Source: an optimization exercise on an open RTL-to-GDS flow (aim: small area). Production flows keep margins and buffers that such runs may drop. The RTL was checked by simulation tests, not by an equivalence proof against the original design. No activity file was given, so power comes from the tool's default toggle rates.

$ cat flow/design.v
`timescale 1ns / 1ps
`timescale 1ns / 1ps
module xiaoxiaxiadahuaidan(clk,rst,zero,cpl,cpr,dirl,dirr,pwm1,doutb,dinb,rstb,enb,addrb,web,web1,doutb1,dinb1,enb1,addrb1,d1,d2,d3,d4,d5);
input clk;    
input rst; 
input zero;
input[31:0] doutb;
input[31:0] doutb1;
output reg[31:0] dinb;
output reg rstb;
output reg enb;
output reg[31:0] addrb;
output reg[3:0] web;
output reg[31:0] dinb1;
output reg enb1;
output reg[3:0] web1;
output reg[31:0] addrb1;
output cpl;   
output cpr;
output dirl; 
output dirr;
output pwm1;
output d1;   output d2;  output d3;  output d4; output d5;
reg cpl;
reg cpr;
reg dirl;
reg dirr;
reg pwm1;
reg d1; reg d2; reg d3; reg d4;reg d5;
reg[31:0] addr;   
integer ok;
integer start_en;
integer start_s;
integer rst_en;
integer cnt_mem;    
integer cnt_mem1;  
integer qq;         
integer qq1;
integer judge_1;
integer state_1;   
integer en_button1;
integer cnt_button;
integer  desx_to10,desy_to10;
integer selfx_to10,selfy_to10;
integer  finish1,finish2,finish0,first;
integer xx,yy,xxx,yyy;
integer stepxy;
integer stepx,stepy;
integer a1,b1,c1;   
reg[31:0] en_read,en_write;         
integer pread,pwrite;        
integer cnt_read;
integer remindsx,remindsy,reminddx,reminddy;
integer abcd;
integer x,y;
 integer mx;            
 integer game_end;          
 reg[2:0] xy_state;  
 integer l_dir;          
 integer r_dir;
 integer l_cp;
 integer r_cp;
 integer xys_state;        
 integer en_xy;           
reg[159:0] mema [0:79];  
reg [15:0] mema0[0:84];  reg[15:0] mema1[0:84];
reg[31:0] zancun1;
reg[31:0] zancun2;
reg[31:0] zancun3;
reg[31:0] zancun4;
reg[31:0] zancun5;
 reg [159:0] row;     
 reg [159:0] row1;
 reg [159:0] row2;
 reg [159:0] row3;
 reg[16:0] dx;     
 reg[16:0] dy;
reg data;
 reg data1,data11;
 reg data2,data22;
 reg data3,data33;
 reg data4,data44;
 reg data6,data66;
 reg data7,data77;
 reg data8,data88;
 reg data9,data99;
 reg data_flag;
 reg [3:0] main_state;
reg [15:0] self_row; 
reg [15:0] self_col;   
reg [15:0] des_row;   
reg [15:0] des_col;   
  reg en_front;  
  reg en_behind;  
  integer step_x;
  integer c_x;    
  integer x_state;
reg en_left;  
   reg en_right; 
   integer step_y;  
   integer c_y; 
   integer y_state;
integer zdown_state;
reg[32:0] counter; 
reg[32:0] counter1;
reg[32:0] counterd;
reg[32:0] counterd1;
reg[64:0] countera;  
integer lala;
parameter 
   Idle=4'b0001,     
   Scan=4'b0010,    
   Write=4'b0100; 
reg[32:0] counter_n;
reg[32:0] counter1_n;
reg[32:0] counterd_n;
reg[32:0] counterd1_n;
reg cpl_n;
reg cpr_n;
reg[15:0] des_col_n;
reg[15:0] des_row_n;
integer finish1_n;
reg[3:0] main_state_n;
integer mx_n;
reg[15:0] self_col_n;
reg[15:0] self_row_n;
integer step_x_n;
integer x_state_n;
reg[2:0] xy_state_n;
integer xys_state_n;
integer y_state_n;
always @(posedge clk)
        begin
counter_n = counter; counter1_n = counter1; counterd_n = counterd; counterd1_n = counterd1; cpl_n = cpl; cpr_n = cpr; des_col_n = des_col; des_row_n = des_row; finish1_n = finish1; main_state_n = main_state; mx_n = mx; self_col_n = self_col; self_row_n = self_row; step_x_n = step_x; x_state_n = x_state; xy_state_n = xy_state; xys_state_n = xys_state; y_state_n = y_state;
if((rst==0)&&(zero==0))
             begin
             if(zero==1)  game_end=1; 
           else   game_end=0;    
                   ok=0;
                start_en<=1;
                start_s<=0;       
                addr=32'h7FFF_F000;  dinb=0;  rstb=0;  enb=0;  web=4'b0000;  
                cnt_mem=0;    qq=0;  qq1=0;        
            enb1=0; web=4'b0000;  cnt_mem1=0;addrb1=32'h40000000;   cnt_read=0;
              main_state_n=Idle;
                 d5=1;
     first=1; finish0=0;            
en_read=0; en_write=1; 
desx_to10=0;  desy_to10=0;
selfx_to10=0; selfy_to10=0; 
stepx=0;stepy=0;stepxy=0;
xx=0;yy=0;xxx=0;yyy=0;
begin finish1=0; finish1_n = finish1; end  finish2=0;
a1=0;   b1=0;  c1=0;
abcd=0;
state_1=0;       
judge_1=0;
d1=0;
d2=0;
d3=0;
d4=0;
remindsx=0;remindsy=0;reminddx=0;reminddy=0;
mx_n=0;
l_cp<=0;
r_cp<=0;
r_dir<=0;
l_dir<=0;
xys_state_n=0;
xy_state_n=0;
en_xy<=1;
         data=0;
          x<=0;
          y<=0;  
          data1=0; data11=0;
          data2=0; data22=0;
          data3=0; data33=0;
          data4=0; data44=0;
          data6=0; data66=0;
          data7=0; data77=0;
          data8=0; data88=0;
          data9=0; data99=0;
          data_flag<=0;
          row=0;
          row1=0;
          row2=0;
          row3=0;
   en_front<=0;
      en_behind<=0;  
      step_x_n=0;
      c_x<=0;
      x_state_n=0;
 en_left<=0;
       en_right<=0; 
       step_y<=0;
       c_y<=0;
       y_state_n=0;
 enb1=1; web1=4'b0001; dinb1=32'b00000000_00000000_00000000_00000000;   
  counter_n=0;
  counter1_n=0;
  counterd_n=0;
  counterd1_n=0;
  countera=0; lala=0; dx<=0; dy<=0;
  self_row_n=16'd0; self_col_n=16'd0; des_row_n=16'd0; des_col_n=16'd0;
  zdown_state<=0; pwm1<=0; cpl_n=0; cpr_n=0; dirl<=0; dirr<=0; addrb=0;
end         
else if ((rst==1)&&(game_end==0))               
 begin
 case(main_state)
 Idle: 
 begin  
 des_row_n=16'd0;des_col_n=16'd0;   
 self_row_n=16'd0;self_col_n=16'd0;zdown_state<=0;
 enb1=1; web1=4'b0001; dinb1=32'b00000000_00000000_00000000_00000001;  
 if(zdown_state)         begin z_up; countera = countera + 1;
                                if(countera ==64'd3000)    begin lala=1;countera=0;end end  
  if(!x_state)            begin x_step;end
  if((mx==1)&&(!y_state)) begin y_step;end                                                                                     
  if((!zdown_state) && (x_state) && (y_state)) begin main_state_n=Scan; x_state_n=0; y_state_n=0; end
  else begin  main_state_n=Idle;end 
 end
 Scan:
 begin   
                    enb1=0;    
                    if((en_read==0))  
                         begin
                        d1=1;d2=0;d3=0;d4=0;
                            if(cnt_read==0) begin   addrb=addr+32'b00000000_00000000_00000000_00010000; enb=1;web=4'b0000;  cnt_read =1; end
                            else if(cnt_read==1)  cnt_read=2;
                            else if(cnt_read==2)  cnt_read=3;
                             else if(cnt_read==3) begin     en_read=doutb;     enb=0; cnt_read=0;  end
                          end
                   if(en_read==1)
                         begin      d1=0;d2=1;d3=0;d4=0;enb1=1; web1=4'b0001; dinb1=32'b00000000_00000000_00000000_00000000;   
                                       if(cnt_mem==0) begin   addrb=addr;  enb=1; cnt_mem =1; end
                                        else if(cnt_mem==1)  cnt_mem=2;
                                        else if(cnt_mem==2)  cnt_mem=3;
                                        else if(cnt_mem==3)
                                             begin
                                            zancun1[31:0]=doutb;
                                           selfx_to10=zancun1[31]+zancun1[30]*2+zancun1[29]*4+zancun1[28]*8+zancun1[27]*16+zancun1[26]*32+zancun1[25]*64;
                                           selfy_to10=zancun1[23]+zancun1[22]*2+zancun1[21]*4+zancun1[20]*8+zancun1[19]*16+zancun1[18]*32+zancun1[17]*64+zancun1[16]*128;
                                           desx_to10=zancun1[15]+zancun1[14]*2+zancun1[13]*4+zancun1[12]*8+zancun1[11]*16+zancun1[10]*32+zancun1[9]*64;
                                           desy_to10=zancun1[7]+zancun1[6]*2+zancun1[5]*4+zancun1[4]*8+zancun1[3]*16+zancun1[2]*32+zancun1[1]*64+zancun1[0]*128;
                                           if((remindsx==selfx_to10)&&(remindsy==selfy_to10)&&(reminddx==desx_to10)&&(reminddy==desy_to10))     begin    begin main_state=Scan; main_state_n = main_state; end   enb1=1;web1=4'b0001; dinb1=32'b00000000_00000000_00000000_00000001;     end
                                       else begin
                                             remindsx=selfx_to10;remindsy=selfy_to10;reminddx=desx_to10;reminddy=desy_to10;  
                                            begin main_state=Write; main_state_n = main_state; end  
                                             end
                                            cnt_mem=0; en_read=0; enb=0; 
                                            pread=0;
                                            if((desx_to10==0)&&(desy_to10==0))  game_end=1; 
                                            end   
                                      end    
 end                 
 Write: 
  begin         
if(finish1==0)
                begin
                if((self_row==selfx_to10)&&(self_col==selfy_to10))   begin begin finish1=1; finish1_n = finish1; end  finish2=0; begin x_state=0; x_state_n = x_state; end  begin y_state=0; y_state_n = y_state; end  first=0; finish0=0;begin main_state=Write; main_state_n = main_state; end   end
                 else    
                   begin   
                      if((first==0)&&(finish0==0))  
                        begin
                        if(zdown_state) begin   z_up; countera = countera + 1;
                               if(countera ==64'd3000)   begin  lala=1;countera=0;  end end
                        else begin  finish0=1;  end
                        end
                        if((first==1)||(finish0==1))
                        begin
                        begin des_col=selfy_to10; des_col_n = des_col; end  begin des_row=selfx_to10; des_row_n = des_row; end   
                         if(!x_state)            begin x_step;end
                         if((mx==1)&&(!y_state)) begin y_step;end                                                                                     
                         if(x_state && y_state) begin  begin finish1=1; finish1_n = finish1; end finish2=0;begin x_state=0; x_state_n = x_state; end  begin y_state=0; y_state_n = y_state; end begin main_state=Write; main_state_n = main_state; end first=0; finish0=0; end  
                       end
                    end
                  end 
   else if((finish1==1)&&(finish2==0))
               begin
                 begin des_col=desy_to10; des_col_n = des_col; end  begin des_row=desx_to10; des_row_n = des_row; end    
                 xx=desx_to10-selfx_to10;    yy=desy_to10-selfy_to10;  
                     if(xx>0) xxx=xx;  else xxx=selfx_to10-desx_to10;      
                     if(yy>0) yyy=yy;  else yyy=selfy_to10-desy_to10;      
                     if((xx>0)&&(yy>0)) begin xy_state=2'b10; xy_state_n = xy_state; end   else if((xx>0)&&(yy<0)) begin xy_state=2'b11; xy_state_n = xy_state; end   else if((xx<0)&&(yy<0))  begin xy_state=2'b01; xy_state_n = xy_state; end   else if((xx<0)&&(yy>0)) begin begin xy_state=2'b00; xy_state_n = xy_state; end end
                 if(!xx && !yy) begin main_state_n=Scan; finish1_n=0;enb1=1;    web1=4'b0001; dinb1=32'b00000000_00000000_00000000_00000001; end 
                 else   
                 begin
                   if(!zdown_state)  begin  z_down; countera = countera + 1;   if(countera ==64'd3000) begin lala=0;countera=0; end   end 
                    if(zdown_state)
                     begin
                       if(xx==0) begin    if(!y_state) begin  y_step; end
                                          if(y_state)  begin   begin y_state=0; y_state_n = y_state; end     finish2=1;  end       
                                  end
                       else if(yy==0)  begin  if(!x_state) begin x_step;end
                                              if(x_state)  begin   begin x_state=0; x_state_n = x_state; end  begin mx=0; mx_n = mx; end    finish2=1; end  
                                        end
                       else if(xxx==yyy) begin    if(!xys_state) begin b1=1; stepxy=xxx; xy_step;  end   
                                                if(xys_state)  begin  begin xys_state=0; xys_state_n = xys_state; end  finish2=1; b1=0; begin self_col=des_col; self_col_n = self_col; end  begin self_row=des_row; self_row_n = self_row; end  en_xy<=1; end
                                         end
                      else 
                         begin 
                           if(xxx<yyy)   
                                begin
                                   if(a1==0) begin     if(!y_state) begin  b1=1; stepy=(yyy-xxx)/2;  y_step;end
                                                       if(y_state)  begin   begin y_state=0; y_state_n = y_state; end    a1=1;b1=0; end   end    
                                   else if(a1==1) begin   if(!xys_state) begin b1=1; stepxy=xxx; xy_step;  end   
                                                          if(xys_state)  begin  begin xys_state=0; xys_state_n = xys_state; end  a1=2;b1=0; en_xy<=1;  end   end  
                                    else if(a1==2) begin if(!y_state) begin  b1=1;  stepy=yyy-xxx-((yyy-xxx)/2);   y_step;end
                                                          if(y_state)  begin   begin y_state=0; y_state_n = y_state; end     finish2=1; a1=0;  b1=0;begin self_col=des_col; self_col_n = self_col; end  begin self_row=des_row; self_row_n = self_row; end  end   end
                                  end
                          else 
                                 begin 
                                 if(a1==0) begin     if(!x_state) begin  b1=1; stepx=(xxx-yyy)/2;  x_step;end
                                                      if(x_state)  begin   begin x_state=0; x_state_n = x_state; end  begin mx=0; mx_n = mx; end    a1=1; b1=0;  end   end    
                                 else if(a1==1) begin   if(!xys_state) begin  b1=1;  stepxy=yyy; xy_step;  end   
                                                        if(xys_state)  begin  begin xys_state=0; xys_state_n = xys_state; end  a1=2; b1=0;en_xy<=1;   end   end  
                                 else if(a1==2) begin if(!x_state) begin  b1=1;   stepx=xxx-yyy-((xxx-yyy)/2);   x_step;end
                                                       if(x_state)  begin   begin x_state=0; x_state_n = x_state; end  begin mx=0; mx_n = mx; end    finish2=1; a1=0;b1=0; begin self_col=des_col; self_col_n = self_col; end  begin self_row=des_row; self_row_n = self_row; end  end   end
                                 end
                         end  
                     end   
                 end     
               end  
    else if(finish2==1)
                begin     
                   begin finish1=0; finish1_n = finish1; end     finish2=0;  begin main_state=Scan; main_state_n = main_state; end   
               enb1=1;    web1=4'b0001; dinb1=32'b00000000_00000000_00000000_00000001;
                end   
  end 
 default:  main_state_n=Idle;
 endcase
end  
 else if((game_end==1)||(zero==1))      
  begin
  d1=0;d2=0;d3=1;d4=0;
  des_row_n=0;
  des_col_n=0;
 if((zdown_state))         begin z_up; countera = countera + 1;
                                 if(countera ==64'd3000)    begin lala=1;countera=0;end end  
if((!zdown_state))
begin   
  if(!x_state)            begin x_step;end
  if((mx==1)&&(!y_state)) begin y_step;end             
  end
  end      
counter <= counter_n; counter1 <= counter1_n; counterd <= counterd_n; counterd1 <= counterd1_n; cpl <= cpl_n; cpr <= cpr_n; des_col <= des_col_n; des_row <= des_row_n; finish1 <= finish1_n; main_state <= main_state_n; mx <= mx_n; self_col <= self_col_n; self_row <= self_row_n; step_x <= step_x_n; x_state <= x_state_n; xy_state <= xy_state_n; xys_state <= xys_state_n; y_state <= y_state_n;
end
task z_up; 
begin
begin counterd = 0; counterd_n = counterd; end  begin counterd1 = 0; counterd1_n = counterd1; end  begin counter = counter + 1; counter_n = counter; end 
if(counter ==32'd3)      begin counter_n = 0; counter1_n= counter1 + 1; end
if(counter1 == 8'd1)       begin pwm1<= 1;end
else if(counter1==8'd10)   begin pwm1<= 0;end
else if(counter1==64'd300) begin counter1_n=0; if (lala==1) begin  zdown_state<=0; if((game_end==1)||(zero==1)) abcd=1;
                                                                    end end end
endtask
task z_down;
begin 
begin counter=0; counter_n = counter; end  begin counter1=0; counter1_n = counter1; end  counterd_n = counterd + 1;
if(counterd ==32'd3)       begin counterd_n = 0; counterd1_n= counterd1 + 1; end
if(counterd1 == 8'd1)        begin pwm1 <= 1;end
else if(counterd1 ==8'd20)   begin pwm1 <= 0;end
else if(counterd1 ==16'd300) begin counterd1_n=0; if(lala==0)begin zdown_state<=1;end end end
endtask 
task y_step;
 begin
     if(b1==0)
      begin
         if(des_col>self_col)  begin en_right<=0;en_left<=1;step_y<=((des_col-self_col)*10);end
         if(des_col<self_col)  begin en_left<=0;en_right<=1;step_y<=((self_col-des_col)*10);end    
         if(des_col==self_col) begin en_left<=0;en_right<=0;step_y<=0;end       
       end
    else begin
        if(yy>0 && yy<256)  begin  en_right<=0;en_left<=1;step_y<=stepy*10;end
        else                begin  en_left<=0;en_right<=1;step_y<=stepy*10;end
     end
 if(dy==16'd3)
    begin
    cpl_n=0;
    cpr_n=0;
    dy<=0;
    end
    else 
    dy<=dy+1;
    if(dy==0)
    begin
 if((c_y==step_y-1)||(step_y==0))    
             begin
             c_y<=0;
             en_left<= 0;
             en_right <= 0;
             y_state_n=1;
             mx_n=0;   
             self_col_n=des_col;
             end
   else    c_y <= c_y +1;
 if(en_right==1)
 begin
 dirl<=0; 
 dirr<=0;
  begin cpl=1; cpl_n = cpl; end 
  begin cpr=1; cpr_n = cpr; end 
 end
else if(en_left==1)
begin
 dirl<=1;  
 dirr<=1;
  begin cpl=1; cpl_n = cpl; end 
  begin cpr=1; cpr_n = cpr; end 
 end 
 end
 end    
 endtask 
task x_step;
  begin
  if(b1==0)
  begin
     if(des_row>self_row)  begin en_front<=0;en_behind<=1;step_x_n=((des_row-self_row)*10);end
     if(des_row<self_row)  begin en_front<=1;en_behind<=0;step_x_n=((self_row-des_row)*10);end    
     if(des_row==self_row) begin en_front<=0;en_behind<=0;step_x_n=0;end     
  end
   else begin
     if(xx>0 && xx<256)  begin en_front<=0;en_behind<=1;step_x_n=stepx*10; end
     else begin en_front<=1;en_behind<=0;step_x_n=stepx*10; end
   end
if(dx==16'd3)
begin
cpl_n=0;
cpr_n=0;
dx<=0;
end
else 
dx<=dx+1;
if(dx==0)
begin
  if((c_x==step_x-1)||(step_x==0))    
              begin
              c_x<=0;
              en_front<= 0;
              en_behind<= 0;
              x_state_n=1;
              mx_n=1;
              self_row_n=des_row;
              end
          else    c_x <= c_x +1;
  if(en_front==1)
  begin
  dirl<=0; 
  dirr<=1;
  begin cpl=1; cpl_n = cpl; end 
  begin cpr=1; cpr_n = cpr; end 
  end
 else if(en_behind==1)
 begin
  dirl<=1; 
  dirr<=0;
   begin cpl=1; cpl_n = cpl; end 
   begin cpr=1; cpr_n = cpr; end 
  end
  end
  end     
  endtask 
task xy_step;
 begin
   if(b1==0) begin step_x=20; step_x_n = step_x; end      
   else begin step_x=stepxy*20; step_x_n = step_x; end 
    case(xy_state)
  2'b00: 
      begin
      l_cp<=0;
      r_cp<=1;    
      l_dir<=1;
      r_dir<=1;    
      end
  2'b01:       
     begin
     l_cp<=1;
      r_cp<=0;  
     l_dir<=0;
     r_dir<=1;     
     end
  2'b10: 
     begin
     l_cp<=1;
      r_cp<=0;  
     l_dir<=1;
     r_dir<=1; 
     end
  2'b11: 
     begin
     l_cp<=0;
      r_cp<=1;  
     l_dir<=1;
     r_dir<=0;
     end
  endcase
 if(dx==3)
 begin
 cpl_n=0;
 cpr_n=0;
 dx<=0;
 end
 else 
 dx<=dx+1;
 if(dx==0)
 begin
   if(c_x==step_x-1)   
               begin
               c_x<=0;
               xys_state_n=1;
               en_xy<=0;
               end
           else    c_x <= c_x +1;
 if(en_xy==1)
 begin
 dirl<=l_dir;
 dirr<=r_dir;
 cpl_n=l_cp;
 cpr_n=r_cp;
 end
end         
   end     
   endtask 
endmodule
$ cat flow/constraint.sdc
create_clock -name core_clock -period 12.5 [get_ports {clk}]
set_input_delay 2.5000 -clock core_clock [delete_from_list [all_inputs] [get_ports {clk}]]
set_output_delay 2.5000 -clock core_clock [all_outputs]
set_load 0.01 [all_outputs]
$ cat flow/config.mk
export PLATFORM = sky130hd
export DESIGN_NAME = xiaoxiaxiadahuaidan
export DESIGN_NICKNAME = xiaoxiaxiadahuaidan
export VERILOG_FILES = /design/flow/design.v
export SDC_FILE = /design/flow/constraint.sdc
export NUM_CORES = 4
export LEC_CHECK = 0
export CAP_MARGIN = 20
export CORE_MARGIN = 2
export CORE_UTILIZATION = 40
export SLEW_MARGIN = 20
$ cat flow/run.sh
#!/bin/bash
# synth_recipe.tcl (not shown) runs the flow's synth.tcl, then flattens the netlist and writes it again
# the make line also repeats each setting of config.mk as NAME=value (left out here)
make -C /OpenROAD-flow-scripts/flow DESIGN_CONFIG=/design/flow/config.mk WORK_HOME=/design/flow/orfs CLKGATE_MAP_FILE= SYNTH_SCRIPT=/design/flow/synth_recipe.tcl finish
==> impl_metrics.json <==
{
  "synthAdderAreaFrac_pct": 15.8,
  "hpwl_mm": 229,
  "post-route-worst-setup-slack_ns": 0.688,
  "synth.distinct_cells": 125,
  "grt_pass1_wl_mm": 456,
  "synth_compound_area_share_pct": 22.8,
  "synthTopCellsByArea": "dfxtp_1, ha_1, a21oi_1, xnor2_1, nor2_1",
  "grt.overflow.total": 0,
  "yosysMostFrequentCell": "nor2_1",
  "drive_gt1_share_pct": 7.85,
  "netlist.area_leader.share_pct": 21.5,
  "io_pins": 216,
  "crit_path_max_fanout": 5,
  "synth_warnings": 1,
  "synth.avg_cell_area_um2": 7.49,
  "synth_edf_count": 1,
  "fin_crit_ns": 11.81,
  "clock_latency_ns": 0.83,
  "final_hold_viol_count": 0,
  "start_util_pct": 40.3,
  "start_kind": "flip-flop",
  "dieWidth_um": 464,
  "synth_top_family_by_area": "compound AO/OA/AOI/OAI gates",
  "crit_slowest_cell": "fa_1",
  "setup_viol": 0,
  "netlist_area_um2": 84800,
  "cts_hold_buffers": 0,
  "vias": 82966,
  "synth-xor-area-share_pct": 9.33,
  "synth_cells": 11326,
  "synthSimpleGateAreaFrac_pct": 22.3,
  "drt_pass1_iterations": 6,
  "place.gp.congestion": 0.971,
  "fin_nets": 12525,
  "ys_seq_area_share_pct": 21.5,
  "grt_max_degree": 131,
  "coreArea_um2": 210000,
  "cp_slowest_stage_delay_ns": 0.52,
  "cts.htree.levels": 3,
  "worst_slew_pin_slew_ns": 1.18,
  "cts-root-buf": "clkbuf_16",
  "timing.rr.start": "desy_to10[1]",
  "leakagePower_uw": 0.0409,
  "vias_per_cell": 5.80,
  "cp.arrival_ns": 12.45,
  "ys_seq_elements": 912,
  "drt_iter0_drc": 6494,
  "clockBufferDepth": 3,
  "syn2layout_area_growth_pct": 11.5,
  "powerDensity_nw_per_um2": 137,
  "ant_nets": 0,
  "wl_per_cell_um": 20.8,
  "cp.required_ns": 13.14,
  "grtUsageTotal_pct": 26.4,
  "skew_ns": 0.109,
  "row_count": 168,
  "die_y_um": 464,
  "worst_setup_path_end_kind": "flip-flop",
  "slew_headroom_pct": 21.0,
  "min_path_type": "flip-flop to flip-flop",
  "portBuffers": 77,
  "status": "finished clean",
  "slew_violations": 0,
  "critPathKind": "flip-flop to flip-flop",
  "hold_slack_ns": 0.448,
  "hold_path_startpoint": "xy_state[2]",
  "cpMostUsedCell": "o21ai_1",
  "clk_pin_slew_worst_paths_ns": 0.06,
  "synth-async-reset-ratio_pct": 0,
  "clock_sinks": 912,
  "fin_crit_sh_pct": 94.5,
  "cts_tree": "yes",
  "ys.flop_type": "dfxtp_1",
  "dp_worst_setup_slack_ns": -0.0129,
  "synth.area.mux_share_pct": 2.08,
  "synth_commonest_cells": "nor2_1, a21oi_1, ha_1",
  "drcViolationCount": 0,
  "cts_inserted_buffers": 108,
  "die_area_um2": 216000,
  "first_global_vias": 78219,
  "critPathLaunch": "desy_to10[1]",
  "ir_drop_mv": 0.149,
  "grt_antenna_before_repair": 5,
  "cap_violations": 0,
  "max_freq_mhz": 84.7,
  "synth_largest_area_cell": "dfxtp_1",
  "wl_mm": 297
}
-- critical path: cells and delay by family, from the launching register on --
family	cells	cell delay, ns
AO/OA/AOI/OAI	32	5.65
XOR/XNOR	3	0.44
adder cells (fa/ha/maj)	8	2.23
buffers and inverters	6	0.76
flip-flops	1	0.37
multiplexers	2	0.53
AND/OR/NAND/NOR	14	1.69
-- stage by stage --
stage          std cells  setup TNS [ns]  util, %  total power [µW]  area, µm²
3_3_place_gp       14094         -0.0798     42.9              9400      90100
3_5_place_dp       14094         -0.0129     42.9              9500      90200
2_1_floorplan      11430               0        -              7780      85200
5_1_grt            14313          -0.455     45.0             13800      94500
4_1_cts            14296               0     44.7             12900      93900
6_report           14316               0     45.0             12900      94500
-- placed cells by master, fill, tap and decap left out, drive strengths merged, types with 323 or more instances in the layout --
master,instances
nor2,1192
a21oi,1028
ha,1001
nand2,927
dfxtp,911
o21ai,853
inv,598
xnor2,559
buf,461
xor2,323
-- layout make-up --
| cell class | instances | area (µm²) |
|---|---|---|
| Antenna cell | 4 | 10.0 |
| Clock buffer | 137 | 2970 |
| Clock inverter | 65 | 803 |
| Fill cell | 21204 | 116000 |
| Inverter | 592 | 2230 |
| Multi-Input combinational cell | 9262 | 62400 |
| Sequential cell | 912 | 18300 |
| Tap cell | 2805 | 3510 |
| Timing Repair Buffer | 539 | 4280 |
-- worst paths after layout --
kind / to / slack [ns] / depth (start not counted)
min reg2reg: xy_state[2] / 0.45 / 2
max reg2reg: step_y[27] / 0.69 / 65
min: xy_state[2] / 0.45 / 2
max: step_y[27] / 0.69 / 65
-- registers in the layout, indices dropped and copies added, names as in the netlist, 33 cells and up --
signal	flops
counterd1	33
countera	65
counterd	33
counter1	33
counter	33
-- metal layers --
layer | up-vias | wire length, µm | global-route usage, %
met5 | - | 23 | 0
met4 | 4 | 13700 | 10.9
met3 | 584 | 18300 | 3.75
met2 | 2590 | 137000 | 43.9
met1 | 39430 | 129000 | 34.2
li1 | 40358 | - | -
-- kinds of logic after synthesis --
group / after synthesis
simple gates: 3917
mux: 173
xor+xnor: 889
compound gates: 3131
other cells: 2
fa+ha+maj: 1046
flops: 912
buf+inv: 1256
-- repair_timing --
action / CTS / global route
pin swaps: 0 / 38
buffers inserted: 0 / 14
resized for setup: 3 / 93
setup endpoints to repair: 2 / 28
-- where the power goes --
| group | switching [µW] | total, µW | internal (µW) |
|---|---|---|---|
| registers | 200 | 3190 | 2990 |
| clock network | 1450 | 3380 | 1930 |
| logic | 3840 | 6370 | 2530 |
| total | 5490 | 12900 | 7450 |

-- port drivers added, routing unchanged --
Ports are ideal in the flow. The routed layout listed here was re-timed in OpenROAD. Step 1 sets driving cells, clkbuf_16 on the clock port and buf_2 on the other inputs (assumed; they add their load-dependent delay and slew). Step 2, shift: input delay + t, output delay - t, t = (earliest + latest rising clock arrival at the registers) / 2. This alone moves slack from input paths to output paths. Three values: ideal ports, drivers, drivers and shift; two values: the first two.
t (ns): 0.866
setup WS [ns]: 0.688 / 0.688 / 0.688
hold slack, ns: 0.448 / 0.448 / 0.448
latest minus earliest clock arrival (ns): 0.109 / 0.109
After both steps this run still meets setup and hold. The setup slack of this run moves by 0.000 ns with the drivers and by 0.000 ns with both steps.
